This design comes from an exercise in tuning for small area on the open sky130 flow, not from production work. Function was checked by simulation only, so behaviour that the tests miss may differ from the original. Power figures rest on the tool's default switching activity, not on a simulated workload.

==> flow/design.v <==
`timescale 1ns / 1ps
module debouncer(input clk,input rst,input button1,output button2);
 reg [3:0] cnt1;
always @(posedge clk) begin
  if(rst) cnt1<=4'd0;
  else if(cnt1==4'd0) cnt1<=button1 ? 4'd11 : 4'd0;
  else cnt1<=cnt1-4'd1;
end
assign button2=cnt1[3];
endmodule
`timescale 1ns / 1ps
module flappy_game(input clk,input rst,
				input pushin,paus,quit,
				input STATUS_IN,
				input [7:0] temp,    
				input [7:0] temp2,   
				output reg [2:0] state,
				output reg mode,
				output reg [1:0] level,
				output reg [7:0] score1,score2,
				output reg [8:0] birdrow1,birdrow2,
				output [7:0] birdcolumn1,birdcolumn2,
				output reg [1:0] birdangle1,birdangle2,
				output reg [8:0] row0,row1,row2,
				output [9:0] column0,column1,column2,
				output [7:0] height2,
				output test);
parameter set0=3'b000,set=3'b001,set2=3'b010,play=3'b011,pause=3'b100,fail=3'b101;
function [9:0] add10(input [9:0] a, input [9:0] b, input ci);
  integer i; reg c;
  begin
    c=ci;
    for(i=0;i<10;i=i+1) begin
      add10[i]=a[i]^b[i]^c;
      c=(a[i]&b[i])|(a[i]&c)|(b[i]&c);
    end
  end
endfunction
reg [7:0] C;         
reg [1:0] n;         
reg z;               
reg [6:0] hgt;       
reg heightdir;
reg [6:0] bc1;       
wire g=bc1[6]|bc1[5];  
reg collide1,collide2;
reg [7:0] x1,x2;     
reg f1,f2,a1,a2,l2,l12,sp;
reg [1:0] lv;        
reg [8:0] G;         
reg [8:0] s;         
reg [8:0] brs;
reg [6:0] xi1,xi2;
reg [7:0] Cm;
reg [9:0] t;
reg win1,win2,in,s1,s2,aft1,aft2,push1b,sel2,play_now;
wire push,push1,push2;
wire [6:0] rcnt;
reg [8:0] randomR;
wire Pause,Quit;
wire [9:0] c0s,c2s;
debouncer D1(clk,rst,pushin,push1);
Random R(clk,rst,rcnt);
always @* begin
  case (rcnt[4:1])
    4'd0: t[3:0]=4'b1101^rcnt[5:2];
    4'd1: t[3:0]=4'b1010^rcnt[5:2];
    4'd2: t[3:0]=4'b1111^rcnt[6:3];
    4'd3: t[3:0]=4'b0111^rcnt[5:2];
    4'd4: t[3:0]=4'b0110^rcnt[6:3];
    4'd5: t[3:0]=4'b1101^rcnt[5:2];
    4'd6: t[3:0]=4'b1110^rcnt[6:3];
    default: t[3:0]=4'b1011^rcnt[5:2];
  endcase
  case (t[3:0])
    4'd0: randomR=9'd365;  4'd1: randomR=9'd348;  4'd2: randomR=9'd331;  4'd3: randomR=9'd314;
    4'd4: randomR=9'd297;  4'd5: randomR=9'd280;  4'd6: randomR=9'd263;  4'd7: randomR=9'd246;
    4'd8: randomR=9'd229;  4'd9: randomR=9'd212;  4'd10: randomR=9'd195; 4'd11: randomR=9'd178;
    4'd12: randomR=9'd161; 4'd13: randomR=9'd144; 4'd14: randomR=9'd127; default: randomR=9'd110;
  endcase
end
assign c0s = add10({2'd0,C},10'd119,1'b0);
assign c2s = add10({2'd0,C},10'h389,1'b0);    
assign column0 = (n!=2'd0) ? {c0s[8:0],1'b0} : 10'd0;
assign column1 = n[1] ? {1'b0,C,1'b0} : 10'd0;
assign column2 = (n==2'd3 && C>=8'd131) ? {c2s[8:0],1'b0} : 10'd0;
assign birdcolumn1 = {bc1,1'b0};
assign birdcolumn2 = {g,2'b00,g,1'b0,g,g,1'b0};    
assign height2 = {g,hgt};
assign test=f1;
assign push=STATUS_IN? f1:push1||f2;
assign push2=l2;
assign Pause=paus||sp;
assign Quit=quit||(STATUS_IN? a1:a2);
always@(posedge clk) begin   
  if(rst) begin f1<=0;f2<=0;l2<=0;l12<=0; end
  else begin
    f1<=temp==8'h66; f2<=temp2==8'h66;
    l2<=temp2==8'h6c; l12<=temp==8'h6c||temp2==8'h6c;
  end
end
always@(posedge clk) begin
  a1<=temp==8'h61; a2<=temp2==8'h61;
  sp<=temp==8'h20||temp2==8'h20;
  lv<=(temp==8'h31||temp2==8'h31)?2'd1:(temp==8'h32||temp2==8'h32)?2'd2:(temp==8'h33||temp2==8'h33)?2'd3:2'd0;
end
always@(posedge clk) begin  
 if(rst) begin
   state=set0; mode=1'b0; level=2'b0; score1=8'b0; score2=8'b0;
   birdrow1=9'b0; birdrow2=9'b0; bc1=7'b0;
   birdangle1=2'b0; birdangle2=2'b0; hgt=7'b0;
   n=2'b0; row0=9'b0; row1=9'b0; row2=9'b0;
 end else begin
 xi1=add10({3'd0,x1[6:0]},10'd0,1'b1);
 xi2=add10({3'd0,x2[6:0]},10'd0,1'b1);
 if(state==set0) begin
   if(STATUS_IN) begin
     if(f1) begin mode=1'b0;state=set;end
     else if(l12) begin mode=1'b1;state=set;end
   end else begin
     if(f2) begin mode=1'b0;state=set;end
     else if(l2) begin mode=1'b1;state=set;end
   end
 end
 if(state==set) begin
   if(Quit) state=set0;
   else if(lv!=2'd0) begin state=set2;level={lv[1]&lv[0],lv[1]&~lv[0]};x1=8'd64;end
 end
 else if(state==set2) begin
   if(x1[6:0]==7'h7f) begin state=play;
     score1=8'b0;score2=8'b0;collide1=1'b0;birdangle1=2'b00;birdangle2=2'b00;
     row0=9'd0;row1=9'd0;row2=9'd0;n=2'd0;C=8'd88;z=1'b0;
     birdrow1=9'd240;x1=8'd0;x2=8'd0;xi1=7'd1;xi2=7'd1;
     bc1=7'd125;heightdir=1'b1;
     hgt=(level==2'd0)?7'd82:(level==2'd1)?7'd22:7'd2;
     collide2=~mode;
     birdrow2=mode?9'd240:9'd511;
   end
   else x1[6:0]=xi1;
 end
 else if(state==play) begin
   if(Pause) state=pause;
   else if(birdrow1>9'd470&&birdrow2>9'd470) state=fail;
 end
 else if(state==pause) begin
   if(Quit) state=play;
 end
 else if(state==fail) begin
   if(Quit) state=set;
 end
 else state=set0;
 play_now=state==play;
 if(play_now) begin  
   if(push) x1=8'b1111_0101;
   else if(x1[7]||x1[6:0]!=7'h7f) x1={x1[7]&&x1[6:0]!=7'h7f,xi1};
   if(mode) begin
     if(push2) x2=8'b1111_0101;
     else if(x2[7]||x2[6:0]!=7'h7f) x2={x2[7]&&x2[6:0]!=7'h7f,xi2};
   end
 end
 if(play_now&&!collide1) begin  
   if(x1[7]) begin
     if(birdrow1>9'd19) begin
       birdrow1=add10({1'b0,birdrow1},(x1[6:0]<7'd120)?10'h3fb:(x1[6:0]<7'd125)?10'h3fc:10'h3fe,1'b0);
       birdangle1=2'b01;
     end else begin birdrow1=9'd19;birdangle1=2'b00;end
   end
   else if(birdrow1<9'd500) begin
     birdrow1=add10({1'b0,birdrow1},{7'd0,x1[6:4]},1'b0);
     birdangle1=(x1[6:0]>7'd19)?2'b10:2'b00;
   end
   else begin birdrow1=9'd511;birdangle1=2'b00;end
 end
 if(play_now&&!collide2) begin  
   if(x2[7]) begin
     if(birdrow2>9'd19) begin
       birdrow2=add10({1'b0,birdrow2},(x2[6:0]<7'd120)?10'h3fb:(x2[6:0]<7'd125)?10'h3fc:10'h3fe,1'b0);
       birdangle2=2'b01;
     end else begin birdrow2=9'd19;birdangle2=2'b00;end
   end
   else if(birdrow2<9'd500) begin
     birdrow2=add10({1'b0,birdrow2},{7'd0,x2[6:4]},1'b0);
     birdangle2=(x2[6:0]>7'd19)?2'b10:2'b00;
   end
   else begin birdrow2=9'd511;birdangle2=2'b00;end
 end
 sel2=C<8'd96;
 brs=sel2?birdrow2:birdrow1;
 s=add10({1'b0,brs},~{1'b0,row1},1'b1);
 case(level)
   2'd0: in=s[8]? s>9'h1a3 : s<9'd93;
   2'd1: in=s[8]? s>9'h1c1 : s<9'd63;
   default: in=s[8]? s>9'h1cb : s<9'd53;
 endcase
 Cm=add10({2'd0,C},10'h3ff,1'b0);
 if(play_now&&!(collide1&&collide2)) begin  
   if(C==8'd67) begin
     row2=row1;row1=row0;row0=randomR;C=8'd186;
     if(n!=2'd3) n={n[1]|n[0],~n[0]};
   end
   else if(C==8'd68&&!z&&n!=2'd0) z=1'b1;
   else begin
     C=Cm;z=1'b0;
     if(level==2'd2) begin
       if(hgt>7'd32) begin heightdir=1'b0;hgt=add10({3'd0,hgt},10'h3fe,1'b0);end
       else if(hgt<7'd2) begin heightdir=1'b1;hgt=add10({3'd0,hgt},10'd2,1'b0);end
       else hgt=add10({3'd0,hgt},heightdir?10'd1:10'h3ff,1'b0);
     end
   end
 end
 s1=play_now&&n[1]&&C==8'd105&&!collide1;
 s2=play_now&&n==2'd3&&C==8'd174&&!collide2;
 score1=add10({2'd0,score1},10'd0,s1);
 score2=add10({2'd0,score2},10'd0,s2);
 win1=n[1]&&C>8'd105&&C<8'd145;
 if(play_now&&win1&&!in) collide1=1'b1;
 win2=n[1]&&C<8'd95;
 if(play_now&&mode&&win2&&!in) collide2=1'b1;
 G=add10({2'd0,C},~{3'd0,bc1},1'b1);
 aft1=play_now&&collide1&&birdrow1<9'd505&&(collide2||!n[1]||(!G[8]&&G>=9'd20)||(G[8]&&G<9'h1ec));
 push1b=play_now&&collide1&&birdrow1<9'd505&&!collide2&&n[1]&&G==9'd20;
 aft2=play_now&&collide2&&birdrow2<9'd505&&(collide1||!(n==2'd3&&C>=8'd174));
 birdrow1[8:2]=add10({3'd0,birdrow1[8:2]},10'd0,aft1);
 birdrow2[8:2]=add10({3'd0,birdrow2[8:2]},10'd0,aft2);
 bc1=add10({3'd0,bc1},{10{push1b}},1'b0);
 end
end
endmodule
module Random(input clk,input rst,output reg [6:0] counter);
always@(posedge clk) begin
  if(rst) counter<=7'b0; else counter<=counter+7'd1;
end
endmodule
clock: 20.0 ns
lec_check: 0
cap_margin: 20
core_margin: 2
core_utilization: 40
slew_margin: 20
standard.sh (not shown) runs the stock make flow with config.mk's settings and CLKGATE_MAP_FILE= SYNTH_SCRIPT=/design/flow/synth_recipe.tcl, a recipe that flattens the netlist after the stock synthesis.
==> flow/flow/run.sh <==
#!/bin/bash
# Layout flow: the standard flow (standard.sh) with three changes that
# leave the design, its registers and constraints as they are:
#  - synthesis maps the logic with an area-oriented abc script
#    (flow/abc_deep.script) and without extracting half/full adder cells;
#  - the port buffers are the smallest buffer, buf_1;
#  - clock tree synthesis uses small clock buffers and no dummy loads.
# Each tool's output goes to the ORFS logs under orfs/logs; make's output
# goes to standard.log.
set -euo pipefail
here=$(pwd)
{
  cat <<EOT
# The standard flow's synthesis script, with abc's mapping script replaced
proc abc {args} {
  set i [lsearch -exact \$args -script]
  if {\$i >= 0} { set args [lreplace \$args \$i [expr {\$i + 1}]] }
  yosys abc -script $here/flow/abc_deep.script {*}\$args
}
EOT
  cat synth_recipe.tcl
} > flow_synth.tcl
CTS="-sink_clustering_enable -repair_clock_nets -dont_use_dummy_load -buf_list sky130_fd_sc_hd__clkbuf_8 -root_buf sky130_fd_sc_hd__clkbuf_8"
bash standard.sh SYNTH_SCRIPT=$here/flow_synth.tcl ADDER_MAP_FILE= \
  BUFFER_PORTS_ARGS="-buffer_cell sky130_fd_sc_hd__buf_1" \
  CTS_ARGS="$CTS" finish > standard.log 2>&1
==> flow/flow/abc_deep.script <==
strash
&get -n
&deepsyn -T 60
&dch -f
&nf -R 1000 -p
&put
The baseline ran to the end with no violations.
Rerun with:
--- a/flow/design.v
+++ b/flow/design.v
@@ -108,9 +108,9 @@
  if(rst) begin
    state=set0; mode=1'b0; level=2'b0; score1=8'b0; score2=8'b0;
    birdrow1=9'b0; birdrow2=9'b0; bc1=7'b0;
    birdangle1=2'b0; birdangle2=2'b0; hgt=7'b0;
-   n=2'b0; row0=9'b0; row1=9'b0; row2=9'b0;
+   n=2'b0; row0=9'b0; row1=9'b0; row2=9'b0; C=0; x1=0; x2=0; z=0; collide1=0; collide2=0; heightdir=0;
  end else begin
  xi1=add10({3'd0,x1[6:0]},10'd0,1'b1);
  xi2=add10({3'd0,x2[6:0]},10'd0,1'b1);
  if(state==set0) begin
After rerunning: The changed run completed without violations; critical path depth increases by 2; total power decreases by a little under a tenth; core utilization decreases by 0.63 points; worst hold slack got worse by 4.8 ps; synthesized cell count increases by a few percent.

re-timing with driven ports:
The flow's constraints put no driver on any port. The routed layouts listed below were extracted and timed again, unchanged, in two steps. Step 1 (the two cells are an assumption about what drives the block):
set clk [get_ports {clk}]
set_driving_cell -lib_cell sky130_fd_sc_hd__clkbuf_16 $clk
set_driving_cell -lib_cell sky130_fd_sc_hd__buf_2 [delete_from_list [all_inputs] $clk]
Step 2 moves the port delays by t, midway between the first and last clock arrival at a register: inputs arrive t later, outputs are due t later. That takes back most of the time a late clock gives input paths. a / b / c = no drivers / after step 1 / after step 2; a / b = the first two.
run	t, ns	setup slack, ns	hold slack, ns	worst setup path at the end	clock arrival spread, ns
the first run	0.487	7.147 / 7.159 / 6.673	0.463 / 0.463 / 0.463	input to register	0.040 / 0.039
the second run	0.474	6.698 / 6.703 / 6.229	0.458 / 0.458 / 0.458	input to register	0.034 / 0.034
After both steps setup and hold are still met in every run listed. The setup slack of the first run, which loses most, moves by +0.012 ns with the drivers and by -0.474 ns with both steps.
